From an optimization exercise on the open Yosys and OpenROAD flow, aimed at small area, a short achievable clock period and few clock cycles; shortcuts taken in it are not production practice. RTL that was checked went through simulation tests only; none was proved equivalent to the original. The RTL of runs 1 and 2 was laid out without a check of its function. Power and IR drop assume default switching activity.

**flow/run.sh**
```bash
#!/bin/bash
# synth_recipe.tcl (not shown) runs the flow's synth.tcl, then flattens the netlist and writes it again
# the make line also repeats each setting of config.mk as NAME=value (left out here)
make -C /OpenROAD-flow-scripts/flow DESIGN_CONFIG=/design/flow/config.mk WORK_HOME=/design/flow/orfs CLKGATE_MAP_FILE= SYNTH_SCRIPT=/design/flow/synth_recipe.tcl finish
```
**flow/config.mk**
```make
export PLATFORM = sky130hd
export DESIGN_NAME = sap1
export DESIGN_NICKNAME = sap1
export VERILOG_FILES = /design/flow/design.v
export SDC_FILE = /design/flow/constraint.sdc
export NUM_CORES = 4
export LEC_CHECK = 0
export CAP_MARGIN = 20
export CORE_MARGIN = 2
export CORE_UTILIZATION = 55
export CTS_BUF_LIST = sky130_fd_sc_hd__clkbuf_8
export SETUP_SLACK_MARGIN = 2.5
export SLEW_MARGIN = 20
export SYNTH_HIERARCHICAL = 1
```
**flow/constraint.sdc**
```tcl
create_clock -name core_clock -period 6.5 [get_ports {clk}]
set_input_delay 1.3000 -clock core_clock [delete_from_list [all_inputs] [get_ports {clk}]]
set_output_delay 1.3000 -clock core_clock [all_outputs]
set_load 0.01 [all_outputs]
```
**flow/design.v**
```verilog
module adder(
    input   [7:0]   a,
    input   [7:0]   b,
    input           ci,
    output  [7:0]   s,
    output          co
);
    wire    [7:0]   g0 = a & b;
    wire    [7:0]   p0 = a ^ b;
    wire    [7:0]   g1, p1;
    wire    [7:0]   g2, p2;
    wire    [7:0]   g3, p3;
    genvar i;
    generate
        for (i = 0; i < 8; i = i + 1) begin : l1
            if (i % 2 == 1) begin : c
                assign g1[i] = g0[i] | (p0[i] & g0[i - 1]);
                assign p1[i] = p0[i] & p0[i - 1];
            end else begin : k
                assign g1[i] = g0[i];
                assign p1[i] = p0[i];
            end
        end
        for (i = 0; i < 8; i = i + 1) begin : l2
            if (i % 4 >= 2) begin : c
                assign g2[i] = g1[i] | (p1[i] & g1[i - (i % 4) + 1]);
                assign p2[i] = p1[i] & p1[i - (i % 4) + 1];
            end else begin : k
                assign g2[i] = g1[i];
                assign p2[i] = p1[i];
            end
        end
        for (i = 0; i < 8; i = i + 1) begin : l3
            if (i >= 4) begin : c
                assign g3[i] = g2[i] | (p2[i] & g2[3]);
                assign p3[i] = p2[i] & p2[3];
            end else begin : k
                assign g3[i] = g2[i];
                assign p3[i] = p2[i];
            end
        end
    endgenerate
    wire    [7:0]   c = g3 | (p3 & {8{ci}});
    assign s = p0 ^ {c[6:0], ci};
    assign co = c[7];
endmodule
module dec16(
    input   [3:0]   a,
    output  [15:0]  y
);
    wire    [3:0]   l, h;
    dec4n ul(.a(a[1:0]), .y(l));
    dec4n uh(.a(a[3:2]), .y(h));
    genvar i;
    generate
        for (i = 0; i < 16; i = i + 1) begin : g
            nor2m u(.a(l[i % 4]), .b(h[i / 4]), .y(y[i]));
        end
    endgenerate
endmodule
module dec4n(
    input   [1:0]   a,
    output  [3:0]   y
);
    assign y = ~{a[1] & a[0], a[1] & ~a[0], ~a[1] & a[0], ~a[1] & ~a[0]};
endmodule
module nor2m(
    input           a,
    input           b,
    output          y
);
    assign y = ~(a | b);
endmodule
module ao222n(
    input           a0, b0, a1, b1, a2, b2,
    output          y
);
    assign y = ~((a0 & b0) | (a1 & b1) | (a2 & b2));
endmodule
module ao22n(
    input           a0, b0, a1, b1,
    output          y
);
    assign y = ~((a0 & b0) | (a1 & b1));
endmodule
module nand6(
    input   [5:0]   a,
    output          y
);
    assign y = ~(&a);
endmodule
module rbit(
    input   [15:0]  d,
    input   [15:0]  e,
    output          y
);
    wire    [5:0]   n;
    ao222n u0(d[0], e[0], d[1], e[1], d[2], e[2], n[0]);
    ao222n u1(d[3], e[3], d[4], e[4], d[5], e[5], n[1]);
    ao222n u2(d[6], e[6], d[7], e[7], d[8], e[8], n[2]);
    ao222n u3(d[9], e[9], d[10], e[10], d[11], e[11], n[3]);
    ao22n  u4(d[12], e[12], d[13], e[13], n[4]);
    ao22n  u5(d[14], e[14], d[15], e[15], n[5]);
    nand6  u6(n, y);
endmodule
module rport(
    input   [127:0] q,
    input   [15:0]  e,
    output  [7:0]   y
);
    genvar b, i;
    generate
        for (b = 0; b < 8; b = b + 1) begin : gb
            wire    [15:0]  col;
            for (i = 0; i < 16; i = i + 1) begin : gi
                assign col[i] = q[8 * i + b];
            end
            rbit u(.d(col), .e(e), .y(y[b]));
        end
    endgenerate
endmodule
module sap1(
    input           clk,
    input           rst,
    input           mem_we,
    input   [3:0]   mem_addr,
    input   [7:0]   mem_wdata,
    output  [7:0]   mem_rdata,
    output  [7:0]   out,
    output          cf,
    output          zf,
    output          halted
);
    reg     [7:0]   ir;          
    reg     [3:0]   pc;          
    reg     [7:0]   a;
    reg             c, z;
    reg     [7:0]   o;
    reg             h;           
    reg             hs;          
    reg     [7:0]   ram [0:15];
    wire    [3:0]   op = ir[7:4];
    wire    [3:0]   x = ir[3:0];
    wire            hlt = (op == 4'hf);
    assign out = o;
    assign cf = c;
    assign zf = z;
    assign halted = h | (!rst & hlt);
    wire    [127:0] q;
    genvar i;
    generate
        for (i = 0; i < 16; i = i + 1) begin : gq
            assign q[8 * i + 7 : 8 * i] = ram[i];
        end
    endgenerate
    wire    [3:0]   ma = (rst | hs) ? mem_addr : x;
    wire    [15:0]  me;
    wire    [7:0]   m;
    dec16 u_mdec(.a(ma), .y(me));
    rport u_mport(.q(q), .e(me), .y(m));
    assign mem_rdata = m;
    wire            jump = (op == 4'h6) | (op == 4'h7 & c) | (op == 4'h8 & z);
    wire    [3:0]   fa = rst ? 4'h0 : jump ? x : pc;
    wire    [15:0]  fe;
    wire    [7:0]   rd;
    dec16 u_fdec(.a(fa), .y(fe));
    rport u_fport(.q(q), .e(fe), .y(rd));
    wire            we = rst ? mem_we : (!h & op == 4'h4);
    wire    [7:0]   wd = rst ? mem_wdata : a;
    generate
        for (i = 0; i < 16; i = i + 1) begin : gw
            always @(posedge clk) begin
                if (we & me[i]) ram[i] <= wd;
            end
        end
    endgenerate
    wire    [7:0]   nxt = (we && ma == fa) ? wd : rd;
    always @(posedge clk) begin
        ir <= nxt;
        hs <= (!rst & (h | hlt)) | (nxt[7:4] == 4'hf);
    end
    wire            s = op[0];
    wire    [7:0]   t;
    wire            co;
    adder u_add(.a(a), .b(m ^ {8{s}}), .ci(s), .s(t), .co(co));
    wire    [7:0]   za = s ? a : (~a + 8'd1);
    always @(posedge clk or posedge rst) begin
        if (rst) begin
            pc <= 4'h1;
            a <= 8'b0;
            c <= 1'b0;
            z <= 1'b0;
            o <= 8'b0;
            h <= 1'b0;
        end else if (!h) begin
            pc <= fa + 4'h1;
            case (op)
                4'h1: a <= m;
                4'h2, 4'h3: begin
                    a <= t;
                    c <= co ^ s;
                    z <= (m == za);
                end
                4'h5: a <= {4'b0, x};
                4'he: o <= a;
                4'hf: h <= 1'b1;
                default: ;
            endcase
        end
    end
endmodule
```
==> results of run 1 <==
## cells in the mapped netlist (8+ instances only)
cell	count	area share, %
ha_1	10	1.6
xnor2_1	14	1.6
a222oi_1	64	8.3
nor2_1	47	2.3
clkbuf_1	8	0.39
nand2b_1	9	0.73
nand3_1	21	1.4
a22oi_2	32	5.2
edfxtp_1	128	50
o21ai_0	17	1.1
mux2_2	25	3.6
xor2_1	19	2.2
dfxtp_1	9	2.3
a21oi_1	12	0.78
inv_1	10	0.49
dfrtp_1	22	7.1
and4_1	16	1.8
nand2_1	31	1.5
and2_1	17	1.4
## sequential cells by signal, indices dropped and copies added, names as in the netlist, 4 cells and up
| register | flops |
|---|---|
| ir | 8 |
| pc | 4 |
| a | 8 |
| ram | 128 |
| o | 8 |
## critical path, cell delays in order
cell and delay [ns]:
buf_8 0.10, nor2_4 0.16, mux2_4 0.37, nand2b_4 0.14, buf_4 0.13, buf_6 0.09
nor2_4 0.04, a222oi_1 0.46, and4_4 0.33, nand3_4 0.10, buf_6 0.16
## Yosys stat by module (local to each module, per instance), a selection
| module | cells | area, um2 | flops+latches | times used |
|---|---|---|---|---|
| ao22n | 1 | 12.51 | 0 | 32 |
| dec4n | 4 | 22.52 | 0 | 4 |
| ao222n | 1 | 10.01 | 0 | 64 |
| nor2m | 1 | 3.754 | 0 | 32 |
| adder | 40 | 320.3 | 0 | 1 |
| sap1 | 351 | 5923 | 160 | 1 |
| nand6 | 2 | 13.76 | 0 | 16 |
## per-stage QoR
step           hold WS (ns)  utilization [%]  setup slack (ns)  instances
2_1_floorplan        0.4529                -             2.144        567
3_3_place_gp         0.4619            61.37            0.9494        775
3_5_place_dp         0.4761            61.37            0.9719        775
4_1_cts              0.4957            66.67             1.875        830
5_1_grt              0.5052            67.87             1.729        841
6_report             0.4911            67.87             1.792        841
## worst max-delay path by stage
stage / from / endpoint / slack [ns] / cells past startpoint
after global routing: rst / mem_rdata[0] / 1.73 / 9
after CTS: rst / mem_rdata[0] / 1.87 / 9
after global placement: rst / mem_rdata[7] / 0.95 / 8
after detailed placement: rst / mem_rdata[7] / 0.97 / 8
after floorplan: rst / c / 2.14 / 16
final: rst / mem_rdata[3] / 1.79 / 11
## power groups by stage
stage,logic (mW),registers [mW],clock network [mW]
after floorplan,1.35,1.41,0
after global placement,1.90,1.44,0
after detailed placement,1.95,1.44,0
after CTS,2.21,1.42,0.735
after global routing,2.52,1.44,0.778
final,2.37,1.43,0.728
## cell type report
type | count | area, um2 | area share (%)
Sequential cell | 160 | 4601 | 49.22
Multi-Input combinational cell | 390 | 3458 | 37.00
Timing Repair Buffer | 68 | 636.9 | 6.813
Clock buffer | 17 | 234.0 | 2.503
Tap cell | 180 | 225.2 | 2.409
Clock inverter | 15 | 150.1 | 1.606
Inverter | 11 | 42.54 | 0.4551
## cells in the final DEF (no fill, tap or decap), drive strengths merged, types with 5 or more instances in the layout
cell,count
a21oi,14
a222oi,64
a22oi,32
and2,17
and3,6
and4,16
buf,44
clkbuf,17
clkdlybuf4s50,20
clkinv,5
dfrtp,22
dfxtp,9
edfxtp,128
ha,10
inv,19
mux2,26
mux2i,6
nand2,31
nand2b,9
nand3,21
nor2,49
nor3,6
o21ai,17
xnor2,14
xor2,19
## layer usage
layer | up-vias | track usage, % | share of wire, %
met2 | 401 | 47.33 | 44
met3 | 47 | 7.063 | 11
li1 | 2526 | - | -
met4 | 0 | 11.78 | 3.0
met5 | - | 0 | 0
met1 | 2919 | 48.03 | 42
## cell families (layout without fill, tap and decap cells)
family                     Yosys count  in the layout  synth area share (%)
adders and majority gates           11             11                 1.881
muxes                               32             32                 4.622
DFF                                160            160                 59.63
AOI/OAI and AO/OA                  148            148                 17.95
xor gates and xnor gates            33             33                 3.746
buffers and inverters               19            111                0.9244
and+or+nand+nor                    164            166                 11.24
## timing repair
action / CTS / global route
buffers inserted: 21 / 10
gates cloned: 2 / 0
gates resized for setup: 90 / 18
hold endpoints to repair: 0 / 0
setup endpoints to repair: 28 / 25
pin swaps: 36 / 12
==> results by group, run 1 <==
Logic synthesis
  • Syn Std Cell Area: between 7000 and 8000 um2
  • Synth warn: 8
  • Register area share after synthesis: about three fifths
  • Ys flop type: edfxtp_1
  • Async SR Flop Fraction: between 10% and 20%
  • Post-synth EDFFs: between 100 and 150
  • #FFs+latches synth: 160
  • Syn_nets: slightly below 600
  • Cell count after synthesis: 567
  • Syn avg cell area: 13.61 um2
  • Unique cell type count in the Yosys netlist: 46

Global route
  • Initial antenna violation count: 0
  • First-pass GRT wire length: 34870 um
  • GRT overflow: 0
  • Pin count of the biggest net entering global routing: 27
  • Gr usage total: 32.46%
  • Vias in the first global route: 5476

Power
  • Reg power frac: 31.5%
  • Peak VDD IR: 0.2270 mV
  • Psw: 1.855 mW
  • Switching part of the total: 40.98%
  • Int Power: around 2.7 mW
  • Leakage dissipation: 3.200 nW
  • Cell Pwr Density: 484.4 nW/um2
  • Total power: 4.528 mW
  • Clk pwr share: 16.1%
  • Gate power share: between 50 and 60%

Routing
  • WL final: roughly 23000 um
  • DR DRC count: 0
  • DR pass1 iterations: 11
  • Drt wl/cell: 27.64 um
  • Antenna viol nets, final: 0
  • Vias after detailed routing: 5893
  • Vias/cell: 7.007
  • Initial DRC count: 1147

Clock network
  • CTS sink count: 160
  • CTS clk-pin slew, worst paths: 0.09 ns
  • # hold bufs at CTS: 0
  • CTS Buf Count: 17
  • Root buf cell: clkbuf_8
  • Clock buffer depth: 2
  • Latest clock arrival within the worst-skew pair: approximately 0.48 ns
  • CTS tree: built
  • H-tree depth: 4

Die
  • Initial core utilization: 56.01%
  • Core Box Area: 13770 um2
  • Row count: between 40 and 50
  • Die ar.: 14990 um2
  • I/O pin total: 34
  • Chip Width: 122.4 um
  • Die extent in y: approximately 120 um

Final layout
  • Design area: 9348 um2
  • Final #Nets: 674
  • N_diodes: 0
  • Fill cells: 991
  • Proportion of layout cells with a drive suffix above 1: 30.86%
  • Layout area overhead: 21.16%

Worst setup path
  • Reg2reg path depth: 19
  • R2r endpoint: c
  • CP Data Required Time: ~5.2 ns
  • Critical Path End Type: output pin
  • Reg2reg setup slack: 2.41 ns
  • Critical path launch point type: input pin
  • Critical path class: input pin to output pin
  • Reg-to-Reg Start: hs
  • Crit path DAT: approximately 3.4 ns
  • Crit path max fanout: 6

Timing
  • Period utilization: about 72%
  • Fin Setup TNS: 0 ns
  • Worst Skew: ~0.012 ns
  • Worst Tran Pin Value: 1.040 ns
  • Unrepaired setup endpoints after global routing: yes
  • Endpoints failing setup: 0
  • Hold Fails Final Rpt: 0
  • Max_slew headroom: 30.67%
  • Max Slew Vio Count: 0
  • FMAX: 0.2124 GHz
  • Final min period: 4.708 ns

Place
  • Final RePlAce weighted congestion: 1.008
  • Post-DP HPWL: roughly 16000 um
  • Port Buf Inserts: 33
  • DP Area: approximately 8500 um2

Job
  • MaxCap Viol Count: 0

Worst hold path
  • WHS Path Cells: 2
  • Worst min path class: register to register
  • Worst Hold Path EP: o[1]
  • Hold_sp: o[1]

Status
  • Status: complete, no violations
==> run 2, diff against run 1 <==
--- a/flow/config.mk
+++ b/flow/config.mk
@@ -7,8 +7,7 @@
 export LEC_CHECK = 0
 export CAP_MARGIN = 20
 export CORE_MARGIN = 2
-export CORE_UTILIZATION = 55
-export CTS_BUF_LIST = sky130_fd_sc_hd__clkbuf_8
+export CORE_UTILIZATION = 40
 export SETUP_SLACK_MARGIN = 2.5
 export SLEW_MARGIN = 20
 export SYNTH_HIERARCHICAL = 1
==> results by group, run 2 <==
Worst setup path
  • R2r endpoint: c (unchanged)
  • Crit path max fanout: 5 (was 6)
  • Critical path launch point type: input pin (unchanged)
  • Reg-to-Reg Start: hs (unchanged)
  • Reg2reg setup slack: 2.51 ns (was 2.41 ns)
  • Critical Path End Type: output pin (unchanged)
  • Critical path class: input pin to output pin (unchanged)
  • Reg2reg path depth: 17 (was 19)
  • Crit path DAT: 3.41 ns (about the same)
  • CP Data Required Time: 5.20 ns (about the same)

Global route
  • First-pass GRT wire length: 33990 um (was 34870 um)
  • Vias in the first global route: 5562 (was 5476)
  • Pin count of the biggest net entering global routing: 27 (unchanged)
  • Gr usage total: 22.83% (was 32.46%)
  • GRT overflow: 0 (unchanged)
  • Initial antenna violation count: 0 (unchanged)

Final layout
  • Proportion of layout cells with a drive suffix above 1: 31.39% (was 30.86%)
  • Final #Nets: 682 (was 674)
  • Max FFs per register: 128 (unchanged)
  • Layout area overhead: 26.74% (was 21.16%)
  • Design area: 9778 um2 (was 9348 um2)
  • Biggest register: ram (unchanged)
  • Most frequent cells in the layout: edfxtp_1, a222oi_1, buf_4 (was edfxtp_1, a222oi_1, a22oi_2)
  • Most common cell after layout, fill and taps aside: edfxtp_1 (unchanged)
  • Fill cells: 1580 (was 991)

Die
  • Chip Width: 142.9 um (was 122.4 um)
  • Row count: 50 (was 43)
  • I/O pin total: 34 (unchanged)
  • Initial core utilization: 40.97% (was 56.01%)
  • Die ar.: 20410 um2 (was 14990 um2)
  • Die extent in y: 142.9 um (was 122.4 um)
  • Core Box Area: 18830 um2 (was 13770 um2)

Power
  • Switching part of the total: 36.96% (was 40.98%)
  • Gate power share: 48.8% (was 52.4%)
  • Leakage dissipation: 3.368 nW (was 3.200 nW)
  • Cell Pwr Density: 504.4 nW/um2 (was 484.4 nW/um2)
  • Peak VDD IR: 0.2120 mV (was 0.2270 mV)
  • Reg power frac: 28.9% (was 31.5%)
  • Clk pwr share: 22.3% (was 16.1%)
  • Psw: 1.823 mW (was 1.855 mW)
  • Int Power: 3.109 mW (was 2.672 mW)

Place
  • Post-DP HPWL: 15380 um (was 15750 um)
  • DP Area: 8553 um2 (was 8453 um2)
  • Final RePlAce weighted congestion: 1.022 (was 1.008)
  • Port Buf Inserts: 33 (unchanged)

Logic synthesis
  • Syn_nets: 593 (unchanged)
  • Commonest cells post-synth: edfxtp_1, a222oi_1, nor2_1, a22oi_2, nand2_1 (unchanged)
  • Syn avg cell area: 13.61 um2 (unchanged)
  • Post-synth EDFFs: 128 (unchanged)
  • Share of the synthesized area in the top cell type: 49.82% (unchanged)
  • Register area share after synthesis: 59.63% (unchanged)
  • Syn Std Cell Area: 7715 um2 (unchanged)
  • Unique cell type count in the Yosys netlist: 46 (unchanged)
  • Cell taking the most area after synthesis: edfxtp_1 (unchanged)
  • Cell count after synthesis: 567 (unchanged)
  • #FFs+latches synth: 160 (unchanged)
  • Synth warn: 8 (unchanged)
  • Top-count cell post-synth: edfxtp_1 (unchanged)
  • Ys flop type: edfxtp_1 (unchanged)
  • Dominant cells by area after synthesis: edfxtp_1, a222oi_1, dfrtp_1 (unchanged)
  • Async SR Flop Fraction: 14.37% (unchanged)

Timing
  • Endpoints failing setup: 0 (unchanged)
  • FMAX: 0.2125 GHz (was 0.2124 GHz)
  • Max_slew headroom: 34.90% (was 30.67%)
  • Fin Setup TNS: 0 ns (unchanged)
  • Period utilization: 72.39% (was 72.43%)
  • Final Hold Slack: 0.4831 ns (was 0.4911 ns)
  • Max Slew Vio Count: 0 (unchanged)
  • Worst Skew: 0.008834 ns (was 0.01193 ns)
  • Hold Fails Final Rpt: 0 (unchanged)
  • Worst Tran Pin Value: 0.9763 ns (was 1.040 ns)
  • Final min period: 4.705 ns (was 4.708 ns)
  • Unrepaired setup endpoints after global routing: yes (unchanged)

Routing
  • WL final: 22530 um (was 23250 um)
  • Drt wl/cell: 24.23 um (was 27.64 um)
  • Vias/cell: 6.239 (was 7.007)
  • DR DRC count: 0 (unchanged)
  • Antenna viol nets, final: 0 (unchanged)
  • DR pass1 iterations: 14 (was 11)
  • Vias after detailed routing: 5802 (was 5893)
  • Initial DRC count: 1068 (was 1147)

Clock network
  • CTS sink count: 160 (unchanged)
  • CTS Buf Count: 17 (unchanged)
  • Latest clock arrival within the worst-skew pair: 0.43 ns (was 0.48 ns)
  • Clock buffer depth: 2 (unchanged)
  • H-tree depth: 4 (unchanged)
  • CTS tree: built (unchanged)
  • CTS clk-pin slew, worst paths: 0.07 ns (was 0.09 ns)
  • Root buf cell: clkbuf_16 (was clkbuf_8)
  • # hold bufs at CTS: 0 (unchanged)

Worst hold path
  • WHS Path Cells: 2 (unchanged)
  • Worst min path class: register to register (unchanged)
  • Hold_sp: pc[0] (was o[1])
  • Worst Hold Path EP: pc[0] (was o[1])

Job
  • MaxCap Viol Count: 0 (unchanged)

Status
  • Status: complete, no violations (unchanged)
## run 2: cell counts after synthesis
Identical to the previous run, type by type.
## run 2: area by class of cell
| cell class | count | area, um2 | share of cell area, % |
|---|---|---|---|
| timing repair buffer | 76 | 710.7 | 7.268 |
| multi-input combinational | 390 | 3436 | 35.14 |
| tap | 260 | 325.3 | 3.327 |
| inverter | 11 | 46.29 | 0.4734 |
| antenna | 1 | 2.502 | 0.02559 |
| clock buffer | 17 | 425.4 | 4.351 |
| sequential | 160 | 4601 | 47.05 |
| clock inverter | 15 | 231.5 | 2.367 |
## run 2: logic make-up (layout without fill, tap and decap cells)
logic type / count (synthesis) / after routing / share of synthesized area, %
flip-flops: 160 / 160 / 59.63
AND/OR/NAND/NOR: 164 / 166 / 11.24
multiplexers: 32 / 32 / 4.622
AO/OA/AOI/OAI: 148 / 148 / 17.95
adder cells (fa/ha/maj): 11 / 11 / 1.881
other: 0 / 1 / 0
buffers and inverters: 19 / 119 / 0.9244
XOR/XNOR: 33 / 33 / 3.746
## run 2: power groups by stage
stage | clock network, mW | logic, mW | registers, mW
5_1_grt | 1.17 | 2.59 | 1.44
2_1_floorplan | 0 | 1.35 | 1.41
6_report | 1.10 | 2.41 | 1.43
4_1_cts | 1.11 | 2.18 | 1.42
3_5_place_dp | 0 | 1.92 | 1.44
3_3_place_gp | 0 | 1.88 | 1.44
## run 2: how the worst max path moves through the flow
stage,start,end,slack (ns),cells after the start
after floorplan,rst,c,2.14,16
after global placement,rst,mem_rdata[1],0.98,8
after detailed placement,rst,mem_rdata[0],0.97,8
after CTS,rst,mem_rdata[3],1.87,10
after global routing,rst,mem_rdata[7],1.80,10
final,rst,mem_rdata[3],1.79,10
## run 2: what timing repair did
item	CTS	global route
cloned	1	1
buffers inserted	25	14
setup endpoints to repair	28	21
pin swaps	28	34
gates resized for setup	94	16
## run 2: through the flow
| stage | utilization, % | std cells | setup slack (ns) | total power [mW] |
|---|---|---|---|---|
| after floorplan | - | 567 | 2.144 | 2.768 |
| after global placement | 45.42 | 855 | 0.9826 | 3.321 |
| after detailed placement | 45.42 | 855 | 0.9684 | 3.367 |
| after CTS | 50.98 | 913 | 1.875 | 4.717 |
| after global routing | 51.91 | 929 | 1.797 | 5.198 |
| final | 51.93 | 930 | 1.795 | 4.932 |
## run 2: Yosys stat by module, one instance, submodules excluded, excerpt
module | area (um2) | flip-flops and latches | times used | cells inside
dec4n | 22.52 | 0 | 4 | 4
ao222n | 10.01 | 0 | 64 | 1
nand6 | 13.76 | 0 | 16 | 2
ao22n | 12.51 | 0 | 32 | 1
nor2m | 3.754 | 0 | 32 | 1
sap1 | 5923 | 160 | 1 | 351
## run 2: worst max-delay path: stages
cell	delay (ns)
buf_8	0.10
nor2_4	0.16
mux2_4	0.36
nand2b_4	0.10
nor2_4	0.05
buf_6	0.11
a222oi_1	0.54
and4_4	0.38
nand3_4	0.12
buf_6	0.17
## run 2: layer usage
layer  part of all wire, %  track usage [%]  routed length, um
met5                     0                0                  0
met3                   9.4            5.399               2125
met1                    42            31.88               9380
met4                   3.0            7.973                681
met2                    46            35.05              10350
==> run 3, diff against run 2 <==
--- a/flow/design.v
+++ b/flow/design.v
@@ -137,7 +137,6 @@
     reg             c, z;
     reg     [7:0]   o;
     reg             h;           
-    reg             hs;          
     reg     [7:0]   ram [0:15];
     wire    [3:0]   op = ir[7:4];
     wire    [3:0]   x = ir[3:0];
@@ -153,36 +152,38 @@
             assign q[8 * i + 7 : 8 * i] = ram[i];
         end
     endgenerate
-    wire    [3:0]   ma = (rst | hs) ? mem_addr : x;
     wire    [15:0]  me;
     wire    [7:0]   m;
-    dec16 u_mdec(.a(ma), .y(me));
+    dec16 u_mdec(.a(x), .y(me));
     rport u_mport(.q(q), .e(me), .y(m));
-    assign mem_rdata = m;
+    wire    [15:0]  pe;
+    dec16 u_pdec(.a(mem_addr), .y(pe));
+    rport u_pport(.q(q), .e(pe), .y(mem_rdata));
     wire            jump = (op == 4'h6) | (op == 4'h7 & c) | (op == 4'h8 & z);
     wire    [3:0]   fa = rst ? 4'h0 : jump ? x : pc;
     wire    [15:0]  fe;
     wire    [7:0]   rd;
     dec16 u_fdec(.a(fa), .y(fe));
     rport u_fport(.q(q), .e(fe), .y(rd));
-    wire            we = rst ? mem_we : (!h & op == 4'h4);
+    wire            sta = !h & (op == 4'h4);
     wire    [7:0]   wd = rst ? mem_wdata : a;
     generate
         for (i = 0; i < 16; i = i + 1) begin : gw
             always @(posedge clk) begin
-                if (we & me[i]) ram[i] <= wd;
-            end
-        end
-    endgenerate
-    wire    [7:0]   nxt = (we && ma == fa) ? wd : rd;
+                if (rst ? mem_we & pe[i] : sta & me[i]) ram[i] <= wd;
+            end
+        end
+    endgenerate
+    wire            fwd = rst ? mem_we & (mem_addr == 4'h0) : sta & (x == fa);
+    wire    [7:0]   nxt = fwd ? wd : rd;
     always @(posedge clk) begin
         ir <= nxt;
-        hs <= (!rst & (h | hlt)) | (nxt[7:4] == 4'hf);
     end
     wire            s = op[0];
     wire    [7:0]   t;
     wire            co;
     adder u_add(.a(a), .b(m ^ {8{s}}), .ci(s), .s(t), .co(co));
+    wire    [7:0]   ca = s ? a : ~a;
     wire    [7:0]   za = s ? a : (~a + 8'd1);
     always @(posedge clk or posedge rst) begin
         if (rst) begin
@@ -198,7 +199,7 @@
                 4'h1: a <= m;
                 4'h2, 4'h3: begin
                     a <= t;
-                    c <= co ^ s;
+                    c <= (m > ca);
                     z <= (m == za);
                 end
                 4'h5: a <= {4'b0, x};
--- a/flow/config.mk
+++ b/flow/config.mk
@@ -7,7 +7,8 @@
 export LEC_CHECK = 0
 export CAP_MARGIN = 20
 export CORE_MARGIN = 2
-export CORE_UTILIZATION = 40
+export CORE_UTILIZATION = 55
+export CTS_BUF_LIST = sky130_fd_sc_hd__clkbuf_8
 export SETUP_SLACK_MARGIN = 2.5
 export SLEW_MARGIN = 20
 export SYNTH_HIERARCHICAL = 1
==> results by group, run 3 <==
Status
  • Status: complete, no violations (unchanged)

Worst setup path
  • CP bufs+invs: 3 (unchanged)
  • Critical Path End Type: output pin (unchanged)
  • Critical path launch point type: input pin (unchanged)
  • CP Data Required Time: 5.20 ns (about the same)
  • Crit-path cells: buf_8 -> nand2b_4 -> buf_6 -> nor2_4 -> a222oi_1 -> and4_1 -> nand3_1 -> buf_2 (was buf_8 -> nor2_4 -> mux2_4 -> nand2b_4 -> nor2_4 -> buf_6 -> a222oi_1 -> and4_4 -> nand3_4 -> buf_6)
  • Slowest cell on crit path: a222oi_1 (unchanged)
  • Crit path max fanout: 4 (was 5)
  • Crit path DAT: 2.91 ns (was 3.41 ns)
  • CP delay by family, top: simple AND/OR/NAND/NOR gates (unchanged)
  • Max stage delay on crit path: 0.57 ns (was 0.54 ns)
  • Critical path class: input pin to output pin (unchanged)

Timing
  • Hold Fails Final Rpt: 0 (unchanged)
  • FMAX: 0.2378 GHz (was 0.2125 GHz)
  • Final min period: 4.206 ns (was 4.705 ns)
  • Period utilization: 64.71% (was 72.39%)
  • Fin Setup TNS: 0 ns (unchanged)
  • Worst Skew: 0.01765 ns (was 0.008834 ns)
  • Max_slew headroom: 19.26% (was 34.90%)
  • PnR worst setup slack: 2.294 ns (was 1.795 ns)
  • Worst Tran Pin Value: 1.207 ns (was 0.9763 ns)
  • Endpoints failing setup: 0 (unchanged)
  • Max Slew Vio Count: 0 (unchanged)
  • Unrepaired setup endpoints after global routing: yes (unchanged)

Routing
  • Vias after detailed routing: 7447 (was 5802)
  • WL final: 30480 um (was 22530 um)
  • Vias/cell: 7.576 (was 6.239)
  • DR DRC count: 0 (unchanged)
  • DR pass1 iterations: 15 (was 14)
  • Drt wl/cell: 31.00 um (was 24.23 um)
  • Initial DRC count: 1880 (was 1068)
  • Antenna viol nets, final: 0 (unchanged)

Global route
  • Initial antenna violation count: 1 (was 0)
  • Vias in the first global route: 7019 (was 5562)
  • Gr usage total: 36.24% (was 22.83%)
  • Pin count of the biggest net entering global routing: 34 (was 27)
  • GRT overflow: 0 (unchanged)
  • First-pass GRT wire length: 43900 um (was 33990 um)

Final layout
  • Biggest register: ram (unchanged)
  • Fill cells: 1176 (was 1580)
  • Core Util, Final: 64.58% (was 51.93%)
  • Proportion of layout cells with a drive suffix above 1: 25.55% (was 31.39%)
  • N_diodes: 0 (was 1)
  • Max FFs per register: 128 (unchanged)
  • Most common cell after layout, fill and taps aside: edfxtp_1 (unchanged)
  • Final #Nets: 788 (was 682)
  • Design area: 10150 um2 (was 9778 um2)
  • Layout area overhead: 15.76% (was 26.74%)
  • Most frequent cells in the layout: edfxtp_1, a222oi_1, nor2_1 (was edfxtp_1, a222oi_1, buf_4)

Power
  • Cell Pwr Density: 467.0 nW/um2 (was 504.4 nW/um2)
  • Leakage dissipation: 3.435 nW (was 3.368 nW)
  • Peak VDD IR: 0.3300 mV (was 0.2120 mV)

Logic synthesis
  • Syn Std Cell Area: 8766 um2 (was 7715 um2)
  • Syn avg cell area: 12.65 um2 (was 13.61 um2)
  • Cell count after synthesis: 693 (was 567)
  • Syn_nets: 727 (was 593)
  • Synth warn: 8 (unchanged)

Clock network
  • Clock buffer depth: 2 (unchanged)
  • CTS clk-pin slew, worst paths: 0.09 ns (was 0.07 ns)
  • Latest clock arrival within the worst-skew pair: 0.48 ns (was 0.43 ns)
  • CTS Buf Count: 17 (unchanged)
  • Root buf cell: clkbuf_8 (was clkbuf_16)
  • CTS sink count: 159 (was 160)
  • H-tree depth: 4 (unchanged)
  • CTS tree: built (unchanged)

Die
  • Die ar.: 16960 um2 (was 20410 um2)
  • I/O pin total: 34 (unchanged)
  • Core Box Area: 15710 um2 (was 18830 um2)
  • Initial core utilization: 55.79% (was 40.97%)
  • Chip Width: 130.2 um (was 142.9 um)
  • Die extent in y: 130.2 um (was 142.9 um)
  • Row count: 46 (was 50)

Place
  • Port Buf Inserts: 33 (unchanged)
  • DP Area: 9319 um2 (was 8553 um2)
  • Post-DP HPWL: 21180 um (was 15380 um)
  • Pre-CTS setup slack: 1.297 ns (was 0.9684 ns)
  • Final RePlAce weighted congestion: 1.022 (about the same)

Worst hold path
  • Worst min path class: register to register (unchanged)

Job
  • MaxCap Viol Count: 0 (unchanged)
-- run 3: layer usage --
metal	global-route usage (%)	vias up	routed length [um]
met4	14.61	2	1373
met5	0	-	11
li1	-	3095	-
met1	49.88	3621	11690
met3	7.544	123	3557
met2	56.45	606	13840
-- run 3: final cells by class --
cell class	instances	area [um2]	share of cell area, %
Sequential cell	159	4593	45.27
Multi-Input combinational cell	502	4279	42.17
Timing Repair Buffer	58	548.0	5.401
Tap cell	216	270.3	2.663
Clock buffer	17	234.0	2.306
Clock inverter	15	162.7	1.603
Inverter	16	60.06	0.5919
-- run 3: repair_timing --
item | CTS | global route
pin swaps | 23 | 18
buffers inserted | 14 | 6
gates cloned | 1 | 1
hold buffers | 0 | 0
gates resized for setup | 114 | 29
endpoints found under the setup margin | 22 | 13
-- run 3: power breakdown --
group	switching, mW	total [mW]	leakage, nW	internal, mW
combinational	1.52	2.56	1.72	1.04
clock	0.444	0.734	0.198	0.290
sequential	0.183	1.45	1.51	1.26
-- run 3: final timing paths --
check,start,to,slack [ns],depth (start not counted)
max,mem_addr[3],mem_rdata[3],2.29,8
min,o[1],o[1],0.52,1
max reg2reg,ir[4],ir[7],2.55,11
min reg2reg,o[1],o[1],0.52,1
max in group asynchronous,rst,pc[0],4.93,3
min in group asynchronous,rst,pc[2],1.27,3
-- run 3: metrics by stage --
stage | hold WS (ns) | std cells | total power, mW
after floorplan | 0.5016 | 693 | 3.146
after global placement | 0.4900 | 929 | 3.754
after detailed placement | 0.5023 | 929 | 3.851
after CTS | 0.5249 | 976 | 4.615
after global routing | 0.5476 | 983 | 4.992
final | 0.5206 | 983 | 4.738
-- run 3: worst register-to-register path, cell delays in order (launching register included) --
cell	delay, ns
dfxtp_1	0.34
buf_6	0.31
or2b_1	0.31
a22oi_4	0.38
mux2i_1	0.13
nor2_1	0.37
nand2b_1	0.32
nor2_1	0.18
a222oi_1	0.66
and4_1	0.37
nand3_1	0.15
mux2_2	0.31
Testbench counts of run 3, summed over its fixed seeds: cycles 18,992.
==> run 4, diff against run 3 <==
--- a/flow/design.v
+++ b/flow/design.v
@@ -183,8 +183,6 @@
     wire    [7:0]   t;
     wire            co;
     adder u_add(.a(a), .b(m ^ {8{s}}), .ci(s), .s(t), .co(co));
-    wire    [7:0]   ca = s ? a : ~a;
-    wire    [7:0]   za = s ? a : (~a + 8'd1);
     always @(posedge clk or posedge rst) begin
         if (rst) begin
             pc <= 4'h1;
@@ -199,8 +197,8 @@
                 4'h1: a <= m;
                 4'h2, 4'h3: begin
                     a <= t;
-                    c <= (m > ca);
-                    z <= (m == za);
+                    c <= co ^ s;
+                    z <= (t == 8'b0);
                 end
                 4'h5: a <= {4'b0, x};
                 4'he: o <= a;
==> results by group, run 4 <==
Status
  • Status: complete, no violations (unchanged)

Power
  • Cell Pwr Density: 448.5 nW/um2 (was 467.0 nW/um2)
  • Leakage dissipation: 3.167 nW (was 3.435 nW)
  • Peak VDD IR: 0.2448 mV (was 0.3300 mV)

Routing
  • Met2 routed WL: 12670 um (was 13840 um)
  • Initial DRC count: 1597 (was 1880)
  • Vias/cell: 8.017 (was 7.576)
  • Top Layer Used: met4 (was met5)
  • DR pass1 iterations: 14 (was 15)
  • Antenna viol nets, final: 0 (unchanged)
  • Vias after detailed routing: 7079 (was 7447)
  • DR DRC count: 0 (unchanged)
  • Drt wl/cell: 31.57 um (was 31.00 um)
  • WL met1: 10000 um (was 11690 um)
  • WL final: 27880 um (was 30480 um)
  • Met3 WL: 3696 um (was 3557 um)

Clock network
  • CTS tree: built (unchanged)
  • # hold bufs at CTS: 0 (unchanged)
  • Latest clock arrival within the worst-skew pair: 0.47 ns (was 0.48 ns)
  • Root buf cell: clkbuf_8 (unchanged)
  • CTS sink count: 159 (unchanged)
  • CTS clk-pin slew, worst paths: 0.08 ns (was 0.09 ns)
  • Clock buffer depth: 2 (unchanged)
  • H-tree depth: 4 (unchanged)
  • CTS Buf Count: 17 (unchanged)

Logic synthesis
  • Ys flop type: edfxtp_1
  • Cell count after synthesis: 622 (was 693)
  • Top-count cell post-synth: edfxtp_1
  • Async SR Flop Fraction: ~14%
  • Cell taking the most area after synthesis: edfxtp_1
  • Synth warn: 8 (unchanged)
  • Post-Synth XOR/XNOR Area: 1.893%
  • Syn Std Cell Area: 8329 um2 (was 8766 um2)
  • Syn_nets: 647 (was 727)
  • Unique cell type count in the Yosys netlist: approximately 60
  • Post-synth EDFFs: 128
  • Share of the synthesized area in the top cell type: 46.15%
  • Post-synthesis simple-gate area fraction: 11.34%
  • Commonest cells post-synth: edfxtp_1, a222oi_1, nor2_1, a22oi_2, nand3_1
  • Mux cell area share after synthesis: under 10%
  • Register area share after synthesis: between 50 and 60%
  • Compound-gate portion of the synthesized area: between 20% and 30%
  • Largest family of logic cells by synthesized area: compound AO/OA/AOI/OAI gates
  • Syn avg cell area: 13.39 um2 (was 12.65 um2)
  • Dominant cells by area after synthesis: edfxtp_1, a222oi_1, a22oi_2
  • #FFs+latches synth: around 160
  • Adder-cell share of the synthesized area: around 1.6%

Worst setup path
  • Worst Setup EP: mem_rdata[4] (was mem_rdata[3])
  • Critical Path End Type: output pin (unchanged)
  • Critical path launch point type: input pin (unchanged)
  • CP Data Required Time: 5.20 ns (about the same)
  • CP startpoint: mem_addr[2] (was mem_addr[3])
  • Reg2reg setup slack: 2.53 ns (was 2.55 ns)
  • Critical path class: input pin to output pin (unchanged)
  • Reg-to-Reg Start: ir[1] (was ir[4])
  • Crit path max fanout: 5 (was 4)
  • R2r endpoint: z (was ir[7])
  • Slowest cell on crit path: a222oi_1 (unchanged)
  • Crit-path cells: buf_8 -> nand2b_4 -> nor2_4 -> a222oi_1 -> and4_1 -> nand3_1 -> buf_2 (was buf_8 -> nand2b_4 -> buf_6 -> nor2_4 -> a222oi_1 -> and4_1 -> nand3_1 -> buf_2)
  • Max stage delay on crit path: 0.53 ns (was 0.57 ns)
  • Crit path DAT: 2.83 ns (was 2.91 ns)
  • Reg2reg path depth: 14 (was 11)

Job
  • MaxCap Viol Count: 0 (unchanged)

Place
  • DP Area: 8838 um2 (was 9319 um2)
  • Pre-CTS setup slack: 1.364 ns (was 1.297 ns)
  • Post-DP HPWL: 19360 um (was 21180 um)
  • Final RePlAce weighted congestion: 1.045 (was 1.022)
  • Port Buf Inserts: 33 (unchanged)

Timing
  • Worst Skew: 0.01533 ns (was 0.01765 ns)
  • Endpoints failing setup: 0 (unchanged)
  • PnR worst setup slack: 2.373 ns (was 2.294 ns)
  • Hold Fails Final Rpt: 0 (unchanged)
  • Max Slew Vio Count: 0 (unchanged)
  • Period utilization: 63.50% (was 64.71%)
  • Fin Setup TNS: 0 ns (unchanged)
  • Max_slew headroom: 30.51% (was 19.26%)
  • Unrepaired setup endpoints after global routing: yes (unchanged)
  • Worst Tran Pin Value: 1.038 ns (was 1.207 ns)
  • Final min period: 4.127 ns (was 4.206 ns)
  • FMAX: 0.2423 GHz (was 0.2378 GHz)

Final layout
  • Most common cell after layout, fill and taps aside: edfxtp_1 (unchanged)
  • Layout area overhead: 15.92% (was 15.76%)
  • Biggest register: ram (unchanged)
  • Proportion of layout cells with a drive suffix above 1: 28.90% (was 25.55%)
  • N_diodes: 0 (unchanged)
  • Most frequent cells in the layout: edfxtp_1, a222oi_1, a22oi_2 (was edfxtp_1, a222oi_1, nor2_1)
  • Max FFs per register: 128 (unchanged)
  • Design area: 9656 um2 (was 10150 um2)
  • Core Util, Final: 65.93% (was 64.58%)
  • Final #Nets: 711 (was 788)
  • Fill cells: 1026 (was 1176)

Die
  • Die extent in y: 127.1 um (was 130.2 um)
  • Initial core utilization: 56.88% (was 55.79%)
  • Row count: 44 (was 46)
  • I/O pin total: 34 (unchanged)
  • Chip Width: 127.1 um (was 130.2 um)
  • Core Box Area: 14640 um2 (was 15710 um2)
  • Die ar.: 16140 um2 (was 16960 um2)

Global route
  • First-pass GRT wire length: 41130 um (was 43900 um)
  • Initial antenna violation count: 0 (was 1)
  • Gr usage total: 34.43% (was 36.24%)
  • Vias in the first global route: 6571 (was 7019)
  • Pin count of the biggest net entering global routing: 25 (was 34)
  • GRT overflow: 0 (unchanged)

Worst hold path
  • Worst min path class: register to register (unchanged)
[run 4: cell types whose count changed in the layout (fill, tap and decap cells not counted), sizes merged, moves of 4 or more]
cell	before	now
xnor2	17	6
clkinvlp	1	5
nand2	22	18
xor2	20	12
inv	25	18
a21oi	19	13
a22o	17	21
nor3	5	1
nor2	72	67
ha	18	9
[run 4: worst max-delay path, delay by kind of cell]
| kind | cells | cell delay (ns) |
|---|---|---|
| buf+inv | 2 | 0.26 |
| compound gates | 1 | 0.53 |
| simple gates | 4 | 0.74 |
[run 4: cell families after synthesis]
group / count (synthesis)
compound gates: 210
xor+xnor: 18
fa+ha+maj: 10
buf+inv: 24
flops: 159
mux: 28
simple gates: 173
[run 4: worst min path at each step]
| stage | startpoint | to | depth (start not counted) |
|---|---|---|---|
| final | o[2] | o[2] | 1 |
| after global routing | o[2] | o[2] | 1 |
| after CTS | o[2] | o[2] | 1 |
| after detailed placement | o[2] | o[2] | 1 |
| after global placement | o[5] | o[5] | 1 |
| after floorplan | pc[0] | pc[0] | 2 |
[run 4: through the flow]
step / cells / power, mW / hold slack (ns)
2_1_floorplan: 622 / 2.804 / 0.4836
3_3_place_gp: 828 / 3.394 / 0.4889
3_5_place_dp: 828 / 3.465 / 0.4926
4_1_cts: 870 / 4.139 / 0.5118
5_1_grt: 883 / 4.504 / 0.5249
6_report: 883 / 4.331 / 0.5090
[run 4: report_power, final]
group          leakage [nW]  switching (mW)  internal [mW]
Clock                 0.165           0.396          0.267
Combinational          1.48            1.36          0.877
Sequential             1.52           0.160           1.27
Total                  3.17            1.92           2.41
[run 4: metal layers]
layer / global-route usage, % / up-vias
met5: 0 / -
met4: 15.19 / 0
met3: 8.920 / 120
met2: 54.78 / 669
met1: 44.91 / 3433
li1: - / 2857
[run 4: cell type report]
type                            count  area, um2  share of cell area [%]
Tap cell                          184      230.2                   2.384
Clock inverter                     15      111.4                   1.153
Timing Repair Buffer               56      558.0                   5.779
Inverter                           11      41.29                  0.4276
Clock buffer                       17      234.0                   2.423
Multi-Input combinational cell    441       3890                   40.29
Sequential cell                   159       4591                   47.54
[run 4: per-module statistics from Yosys (local to each module, per instance), a selection]
module | flip-flops and latches | area [um2]
sap1 | 159 | 5802
dec4n | 0 | 22.52
adder | 0 | 320.3
nand6 | 0 | 13.76
ao22n | 0 | 12.51
nor2m | 0 | 3.754
ao222n | 0 | 10.01
[run 4: what timing repair did]
action	in CTS	in global routing
resized for setup	110	28
buffers inserted	10	10
gates cloned	0	3
pin swaps	24	24
endpoints found under the setup margin	17	14
Testbench counts of run 4, summed over its fixed seeds: cycles 18,992.
==> run 5, diff against run 4 <==
--- a/flow/design.v
+++ b/flow/design.v
@@ -99,8 +99,8 @@
     ao222n u1(d[3], e[3], d[4], e[4], d[5], e[5], n[1]);
     ao222n u2(d[6], e[6], d[7], e[7], d[8], e[8], n[2]);
     ao222n u3(d[9], e[9], d[10], e[10], d[11], e[11], n[3]);
-    ao22n  u4(d[12], e[12], d[13], e[13], n[4]);
-    ao22n  u5(d[14], e[14], d[15], e[15], n[5]);
+    ao222n u4(d[12], e[12], d[13], e[13], d[14], e[14], n[4]);
+    nand2m u5(.a(d[15]), .b(e[15]), .y(n[5]));
     nand6  u6(n, y);
 endmodule
 module rport(
@@ -118,6 +118,13 @@
             rbit u(.d(col), .e(e), .y(y[b]));
         end
     endgenerate
+endmodule
+module nand2m(
+    input           a,
+    input           b,
+    output          y
+);
+    assign y = ~(a & b);
 endmodule
 module sap1(
     input           clk,
--- a/flow/config.mk
+++ b/flow/config.mk
@@ -9,6 +9,6 @@
 export CORE_MARGIN = 2
 export CORE_UTILIZATION = 55
 export CTS_BUF_LIST = sky130_fd_sc_hd__clkbuf_8
-export SETUP_SLACK_MARGIN = 2.5
+export SETUP_SLACK_MARGIN = 2.2
 export SLEW_MARGIN = 20
 export SYNTH_HIERARCHICAL = 1
==> results by group, run 5 <==
Worst setup path
  • Critical path launch point type: input pin (unchanged)
  • Crit path DAT: 3.03 ns (was 2.83 ns)
  • Reg2reg setup slack: 2.31 ns (was 2.53 ns)
  • R2r endpoint: z (unchanged)
  • CP Data Required Time: 5.20 ns (about the same)
  • Reg-to-Reg Start: ir[3] (was ir[1])
  • Crit-path cells: clkbuf_4 -> nand2b_4 -> nor2_4 -> a222oi_1 -> and4_1 -> nand3_1 -> clkdlybuf4s15_1 (was buf_8 -> nand2b_4 -> nor2_4 -> a222oi_1 -> and4_1 -> nand3_1 -> buf_2)
  • Reg2reg path depth: 14 (unchanged)
  • Critical path class: input pin to output pin (unchanged)
  • Max stage delay on crit path: 0.60 ns (was 0.53 ns)
  • Slowest cell on crit path: a222oi_1 (unchanged)
  • Crit path max fanout: 9 (was 5)
  • Critical Path End Type: output pin (unchanged)

Logic synthesis
  • Register area share after synthesis: 56.84% (was 54.99%)
  • Synth warn: 8 (unchanged)
  • Async SR Flop Fraction: 14.47% (unchanged)
  • Share of the synthesized area in the top cell type: 47.69% (was 46.15%)
  • Dominant cells by area after synthesis: edfxtp_1, a222oi_1, dfrtp_1 (was edfxtp_1, a222oi_1, a22oi_2)
  • #FFs+latches synth: 159 (unchanged)
  • Cell taking the most area after synthesis: edfxtp_1 (unchanged)
  • Ys flop type: edfxtp_1 (unchanged)
  • Cell count after synthesis: 622 (unchanged)
  • Top-count cell post-synth: edfxtp_1 (unchanged)
  • Syn_nets: 647 (unchanged)
  • Unique cell type count in the Yosys netlist: 60 (was 61)
  • Syn avg cell area: 12.96 um2 (was 13.39 um2)
  • Post-synth EDFFs: 128 (unchanged)
  • Commonest cells post-synth: edfxtp_1, a222oi_1, nor2_1, nand2_1, nand3_1 (was edfxtp_1, a222oi_1, nor2_1, a22oi_2, nand3_1)
  • Syn Std Cell Area: 8059 um2 (was 8329 um2)

Timing
  • Max_slew headroom: 41.33% (was 30.51%)
  • Endpoints failing setup: 0 (unchanged)
  • Fin Setup TNS: 0 ns (unchanged)
  • FMAX: 0.2308 GHz (was 0.2423 GHz)
  • Final min period: 4.332 ns (was 4.127 ns)
  • Unrepaired setup endpoints after global routing: yes (unchanged)
  • Worst Tran Pin Value: 0.8794 ns (was 1.038 ns)
  • Max Slew Vio Count: 0 (unchanged)
  • Hold Fails Final Rpt: 0 (unchanged)
  • Worst Skew: 0.01581 ns (was 0.01533 ns)
  • Period utilization: 66.65% (was 63.50%)
  • PnR worst setup slack: 2.168 ns (was 2.373 ns)

Clock network
  • CTS sink count: 159 (unchanged)
  • H-tree depth: 4 (unchanged)
  • CTS Buf Count: 17 (unchanged)
  • Latest clock arrival within the worst-skew pair: 0.46 ns (was 0.47 ns)
  • Clock buffer depth: 2 (unchanged)
  • CTS tree: built (unchanged)
  • Root buf cell: clkbuf_8 (unchanged)
  • CTS clk-pin slew, worst paths: 0.08 ns (about the same)

Final layout
  • Proportion of layout cells with a drive suffix above 1: 16.20% (was 28.90%)
  • Multi-input gate area: 3518 um2 (was 3890 um2)
  • Final #Nets: 691 (was 711)
  • Most frequent cells in the layout: edfxtp_1, a222oi_1, nor2_1 (was edfxtp_1, a222oi_1, a22oi_2)
  • Fill cells: 1138 (was 1026)
  • Max FFs per register: 128 (unchanged)
  • Most common cell after layout, fill and taps aside: edfxtp_1 (unchanged)
  • Layout area overhead: 12.96% (was 15.92%)
  • Reg area: 4586 um2 (was 4591 um2)
  • Biggest register: ram (unchanged)

Place
  • Post-DP HPWL: 18830 um (was 19360 um)
  • Pre-CTS setup slack: 1.296 ns (was 1.364 ns)
  • Port Buf Inserts: 33 (unchanged)
  • Final RePlAce weighted congestion: 1.067 (was 1.045)

Die
  • Die extent in y: 125.1 um (was 127.1 um)
  • Die ar.: 15640 um2 (was 16140 um2)
  • Initial core utilization: 55.87% (was 56.88%)
  • Chip Width: 125.1 um (was 127.1 um)
  • Core Box Area: 14420 um2 (was 14640 um2)
  • Row count: 44 (unchanged)
  • I/O pin total: 34 (unchanged)

Power
  • Peak VDD IR: 0.2527 mV (was 0.2448 mV)
  • Gate power share: 48.7% (was 51.7%)
  • Cell Pwr Density: 462.4 nW/um2 (was 448.5 nW/um2)
  • Switching part of the total: 42.25% (was 44.29%)
  • Int Power: 2.431 mW (was 2.413 mW)
  • Clk pwr share: 17.3% (was 15.3%)
  • Psw: 1.779 mW (was 1.918 mW)
  • Leakage dissipation: 3.035 nW (was 3.167 nW)
  • Total power: 4.210 mW (was 4.331 mW)
  • Reg power frac: 33.9% (was 33.0%)

Routing
  • DR DRC count: 0 (unchanged)
  • Vias after detailed routing: 6618 (was 7079)
  • WL final: 27150 um (was 27880 um)
  • Drt wl/cell: 31.43 um (was 31.57 um)
  • Vias/cell: 7.660 (was 8.017)
  • DR pass1 iterations: 17 (was 14)
  • Initial DRC count: 1945 (was 1597)
  • Antenna viol nets, final: 0 (unchanged)

Worst hold path
  • WHS Path Cells: 1 (unchanged)
  • Worst Hold Path EP: o[1] (was o[2])
  • Worst min path class: register to register (unchanged)
  • Hold_sp: o[1] (was o[2])

Global route
  • GRT overflow: 0 (unchanged)
  • First-pass GRT wire length: 39730 um (was 41130 um)
  • Pin count of the biggest net entering global routing: 25 (unchanged)
  • Gr usage total: 34.52% (was 34.43%)
  • Vias in the first global route: 6203 (was 6571)
  • Initial antenna violation count: 2 (was 0)

Status
  • Status: complete, no violations (unchanged)

Job
  • MaxCap Viol Count: 0 (unchanged)
-- run 5: changes by cell type after synthesis --
cell      previous run  this run
a22oi_2             48         0
nand2_1             17        41
a222oi_1            96       120
-- run 5: what timing repair did --
action                                 CTS  global route
pin swaps                               16            13
buffers inserted                         4             0
resized for setup                       72            14
hold buffers                             0             0
setup endpoints to repair                9            11
endpoints found under the hold margin    0             0
-- run 5: metal layers --
metal	vias to the layer above	GRT usage, %	wire (um)
met5	-	0	13
met4	2	15.49	1175
met3	87	8.900	3550
met2	548	50.83	12020
met1	3165	48.65	10390
li1	2816	-	-
-- run 5: final cells by class --
type	count	area share (%)
diodes	1	0.02749
clock buffers	17	2.570
clock inverters	15	1.745
inverters	11	0.4535
multi-input cells	439	38.65
flip-flops and latches	159	50.37
well taps	184	2.529
repair buffers	38	3.656
-- run 5: per-module statistics from Yosys (local to each module, per instance), excerpt --
module  area, um2  cells inside
nand6       13.76             2
nor2m       3.754             1
ao222n      10.01             1
nand2m      3.754             1
dec4n       22.52             4
sap1         5802           318
adder       320.3            40
-- run 5: through the flow --
stage	area, um2	utilization [%]	hold slack, ns	instances
6_report	9104	63.12	0.5126	864
5_1_grt	9101	63.10	0.5238	863
4_1_cts	9094	63.05	0.5166	863
3_5_place_dp	8561	59.35	0.4964	827
3_3_place_gp	8561	59.35	0.4888	827
2_1_floorplan	8059	-	0.4836	622
-- run 5: cell families (layout without fill, tap and decap cells) --
| kind of cell | after synthesis | count (layout) | share of synthesized area (%) |
|---|---|---|---|
| simple gates | 197 | 197 | 12.84 |
| compound gates | 186 | 186 | 21.15 |
| flops | 159 | 159 | 56.84 |
| mux | 28 | 28 | 4.239 |
| buf+inv | 24 | 81 | 1.335 |
| xor+xnor | 18 | 18 | 1.956 |
| fa+ha+maj | 10 | 10 | 1.646 |
| other cells | 0 | 1 | 0 |
-- run 5: how the worst max path moves through the flow --
stage	endpoint	startpoint	cells past startpoint	slack, ns
after floorplan	halted	rst	4	2.55
after global placement	mem_rdata[0]	mem_addr[0]	7	1.34
after detailed placement	mem_rdata[0]	mem_addr[0]	7	1.30
after CTS	mem_rdata[0]	mem_addr[3]	7	2.16
after global routing	mem_rdata[0]	mem_addr[3]	7	2.18
final	mem_rdata[7]	mem_addr[3]	7	2.17
-- run 5: critical path, delay by kind of cell --
family                 cells  cell delay [ns]
AND/OR/NAND/NOR            4             0.72
AO/OA/AOI/OAI              1             0.60
buffers and inverters      2             0.41
-- run 5: power by group through the flow --
stage / combinational [mW] / sequential, mW / clock (mW)
floorplan: 1.42 / 1.37 / 0
CTS: 1.96 / 1.42 / 0.739
finish: 2.05 / 1.43 / 0.730
global placement: 1.91 / 1.44 / 0
global route: 2.18 / 1.45 / 0.783
detailed placement: 1.95 / 1.45 / 0
Testbench counts of run 5, summed over its fixed seeds: cycles 18,992.
==> run 6, diff against run 5 <==
--- a/flow/config.mk
+++ b/flow/config.mk
@@ -9,6 +9,6 @@
 export CORE_MARGIN = 2
 export CORE_UTILIZATION = 55
 export CTS_BUF_LIST = sky130_fd_sc_hd__clkbuf_8
-export SETUP_SLACK_MARGIN = 2.2
+export SETUP_SLACK_MARGIN = 2.5
 export SLEW_MARGIN = 20
 export SYNTH_HIERARCHICAL = 1
==> results by group, run 6 <==
Status
  • Status: complete, no violations (unchanged)

Place
  • Final RePlAce weighted congestion: 1.067 (unchanged)
  • Post-DP HPWL: 18830 um (unchanged)
  • Port Buf Inserts: 33 (unchanged)
  • Pre-CTS setup slack: 1.296 ns (unchanged)
  • Dpl cells: 827 (unchanged)

Worst setup path
  • Critical path launch point type: input pin (unchanged)
  • Critical Path End Type: output pin (unchanged)
  • Crit path DAT: 2.94 ns (was 3.03 ns)
  • Crit path max fanout: 5 (was 9)
  • CP Data Required Time: 5.20 ns (about the same)
  • Reg2reg path depth: 13 (was 14)
  • Critical path class: input pin to output pin (unchanged)

Power
  • Cell Pwr Density: 462.3 nW/um2 (was 462.4 nW/um2)
  • Leakage dissipation: 3.139 nW (was 3.035 nW)
  • Psw: 1.839 mW (was 1.779 mW)
  • Peak VDD IR: 0.2742 mV (was 0.2527 mV)
  • Int Power: 2.484 mW (was 2.431 mW)
  • Total power: 4.322 mW (was 4.210 mW)
  • Gate power share: 49.8% (was 48.7%)
  • Reg power frac: 33.2% (was 33.9%)
  • Clk pwr share: 17.0% (was 17.3%)
  • Switching part of the total: 42.54% (was 42.25%)

Routing
  • Initial DRC count: 2023 (was 1945)
  • Antenna viol nets, final: 0 (unchanged)
  • Drt wl/cell: 31.51 um (was 31.43 um)
  • DR DRC count: 0 (unchanged)
  • Vias/cell: 7.829 (was 7.660)
  • DR pass1 iterations: 17 (unchanged)
  • WL final: 27670 um (was 27150 um)
  • Vias after detailed routing: 6874 (was 6618)

Final layout
  • Non-Filler Instances: 878 (was 864)
  • Final #Nets: 702 (was 691)
  • Most common cell after layout, fill and taps aside: edfxtp_1 (unchanged)
  • Max FFs per register: 128 (unchanged)
  • Proportion of layout cells with a drive suffix above 1: 20.43% (was 16.20%)
  • Layout area overhead: 16.02% (was 12.96%)
  • Most frequent cells in the layout: edfxtp_1, a222oi_1, nor2_1 (unchanged)
  • Biggest register: ram (unchanged)

Timing
  • Period utilization: 65.27% (was 66.65%)
  • Worst Skew: 0.01798 ns (was 0.01581 ns)
  • FMAX: 0.2357 GHz (was 0.2308 GHz)
  • Unrepaired setup endpoints after global routing: yes (unchanged)
  • Final Hold Slack: 0.5117 ns (was 0.5126 ns)
  • Worst Tran Pin Value: 0.9688 ns (was 0.8794 ns)
  • Fin Setup TNS: 0 ns (unchanged)
  • Endpoints failing setup: 0 (unchanged)
  • PnR worst setup slack: 2.257 ns (was 2.168 ns)
  • Max_slew headroom: 35.36% (was 41.33%)
  • Final min period: 4.243 ns (was 4.332 ns)
  • Hold Fails Final Rpt: 0 (unchanged)
  • Max Slew Vio Count: 0 (unchanged)

Worst hold path
  • Worst min path class: register to register (unchanged)
  • WHS Path Cells: 1 (unchanged)

Logic synthesis
  • Share of the synthesized area in the top cell type: 47.69% (unchanged)
  • Commonest cells post-synth: edfxtp_1, a222oi_1, nor2_1, nand2_1, nand3_1 (unchanged)
  • Syn Std Cell Area: 8059 um2 (unchanged)
  • Top-count cell post-synth: edfxtp_1 (unchanged)
  • Async SR Flop Fraction: 14.47% (unchanged)
  • Unique cell type count in the Yosys netlist: 60 (unchanged)
  • Syn avg cell area: 12.96 um2 (unchanged)
  • Cell taking the most area after synthesis: edfxtp_1 (unchanged)
  • Cell count after synthesis: 622 (unchanged)
  • Syn_nets: 647 (unchanged)
  • Register area share after synthesis: 56.84% (unchanged)
  • Ys flop type: edfxtp_1 (unchanged)
  • Post-synth EDFFs: 128 (unchanged)
  • Dominant cells by area after synthesis: edfxtp_1, a222oi_1, dfrtp_1 (unchanged)
  • #FFs+latches synth: 159 (unchanged)
  • Synth warn: 8 (unchanged)

Die
  • Die ar.: 15640 um2 (unchanged)
  • Initial core utilization: 55.87% (unchanged)
  • Core Box Area: 14420 um2 (unchanged)
  • Die extent in y: 125.1 um (unchanged)
  • Row count: 44 (unchanged)
  • I/O pin total: 34 (unchanged)
  • Chip Width: 125.1 um (unchanged)

Clock network
  • H-tree depth: 4 (unchanged)
  • Latest clock arrival within the worst-skew pair: 0.46 ns (about the same)
  • Clock buffer depth: 2 (unchanged)
  • CTS Buf Count: 17 (unchanged)
  • Root buf cell: clkbuf_8 (unchanged)
  • CTS clk-pin slew, worst paths: 0.09 ns (was 0.08 ns)
  • CTS sink count: 159 (unchanged)
  • CTS tree: built (unchanged)

Global route
  • GRT overflow: 0 (unchanged)
  • Vias in the first global route: 6229 (was 6203)
  • First-pass GRT wire length: 40010 um (was 39730 um)
  • Gr usage total: 34.82% (was 34.52%)
  • Pin count of the biggest net entering global routing: 25 (unchanged)
  • Initial antenna violation count: 3 (was 2)

Job
  • MaxCap Viol Count: 0 (unchanged)
[run 6: cell types whose count changed in the layout (fill, tap and decap cells not counted), moves of 4 or more]
cell | previous run | this run
nand3_1 | 30 | 25
nand3_2 | 0 | 5
buf_4 | 5 | 9
buf_6 | 0 | 8
[run 6: final timing paths]
kind                                endpoint  slack, ns         from
worst max-delay path            mem_rdata[2]       2.26  mem_addr[3]
worst min-delay path                    o[1]       0.51         o[1]
worst max register to register          a[7]       2.59        ir[0]
worst min register to register          o[1]       0.51         o[1]
max in group asynchronous              pc[0]       4.90          rst
min in group asynchronous               o[7]       1.30          rst
[run 6: modules after synthesis, one instance, submodules excluded, a selection]
module / cells / flip-flops and latches
sap1: 318 / 159
nor2m: 1 / 0
dec4n: 4 / 0
ao222n: 1 / 0
nand6: 2 / 0
nand2m: 1 / 0
adder: 40 / 0
[run 6: power groups by stage]
| stage | clock, mW | sequential, mW | combinational, mW |
|---|---|---|---|
| floorplan | 0 | 1.37 | 1.42 |
| global placement | 0 | 1.44 | 1.91 |
| detailed placement | 0 | 1.45 | 1.95 |
| CTS | 0.739 | 1.43 | 1.96 |
| global route | 0.783 | 1.46 | 2.28 |
| finish | 0.733 | 1.44 | 2.15 |
[run 6: layout make-up]
| type | instances | area, um2 |
|---|---|---|
| flip-flops and latches | 159 | 4592 |
| multi-input cells | 441 | 3610 |
| clock buffers | 17 | 234.0 |
| inverters | 11 | 41.29 |
| fillers | 1115 | 5074 |
| repair buffers | 47 | 474.2 |
| clock inverters | 15 | 158.9 |
| well taps | 184 | 230.2 |
| diodes | 4 | 10.01 |
[run 6: worst max-delay path, cell delays in order]
cell,delay (ns)
buf_8,0.09
nand2b_4,0.19
nor2_4,0.08
a222oi_1,0.66
and4_1,0.36
nand3_2,0.11
buf_6,0.15
[run 6: routing by layer]
layer	GRT usage, %	part of all wire, %
met5	0	0.047
met4	15.49	4.9
met3	9.457	13
met2	51.09	44
met1	48.99	38
[run 6: cells by family after synthesis]
| family | share of synthesized area (%) |
|---|---|
| mux | 4.239 |
| fa+ha+maj | 1.646 |
| flops | 56.84 |
| xor+xnor | 1.956 |
| compound gates | 21.15 |
| simple gates | 12.84 |
| buf+inv | 1.335 |
[run 6: stage by stage]
stage,util [%],instance area [um2]
after detailed placement,59.35,8561
after floorplan,-,8059
final,64.82,9350
after CTS,63.51,9160
after global placement,59.35,8561
after global routing,64.76,9340
[run 6: repair_timing]
item	CTS	global route
endpoints found under the hold margin	0	0
pin swaps	22	27
endpoints found under the setup margin	12	15
resized for setup	111	30
cloned	1	1
buffers inserted	7	6
hold buffers	0	0

[separate check: timing with driven ports]
No port has a modelled driver above. Below, the same layouts with a new extraction and two added sets of constraints.
Step 1: set_driving_cell puts a clkbuf_16 on clk and a buf_2 on each other input, an assumption about the parent block.
Step 2, shift: input delay + t, output delay - t, t = (earliest + latest rising clock arrival at the registers) / 2. This alone moves slack from input paths to output paths.
Three values: ideal ports, drivers, drivers and shift; two values: the first two.
run | shift t [ns] | setup slack, ns | worst register clock-pin slew, ns | worst data-port slew with drivers (ns) | pins driven straight from the clock port
run 1 | 0.508 | 1.792 / 1.740 / 1.325 | 0.10 / 0.10 | 0.07 | 1
run 2 | 0.469 | 1.795 / 1.752 / 1.422 | 0.07 / 0.07 | 0.05 | 1
run 3 | 0.508 | 2.294 / 2.243 / 2.206 | 0.11 / 0.11 | 0.07 | 1
run 4 | 0.499 | 2.373 / 2.320 / 2.268 | 0.10 / 0.10 | 0.05 | 1
run 5 | 0.489 | 2.168 / 2.145 / 2.145 | 0.09 / 0.09 | 0.04 | 1
run 6 | 0.491 | 2.257 / 2.206 / 2.206 | 0.10 / 0.10 | 0.06 | 1
After both steps every run listed still meets setup and hold. For run 1, which loses most, drivers alone change the setup slack by -0.052 ns; drivers and shift together by -0.467 ns.
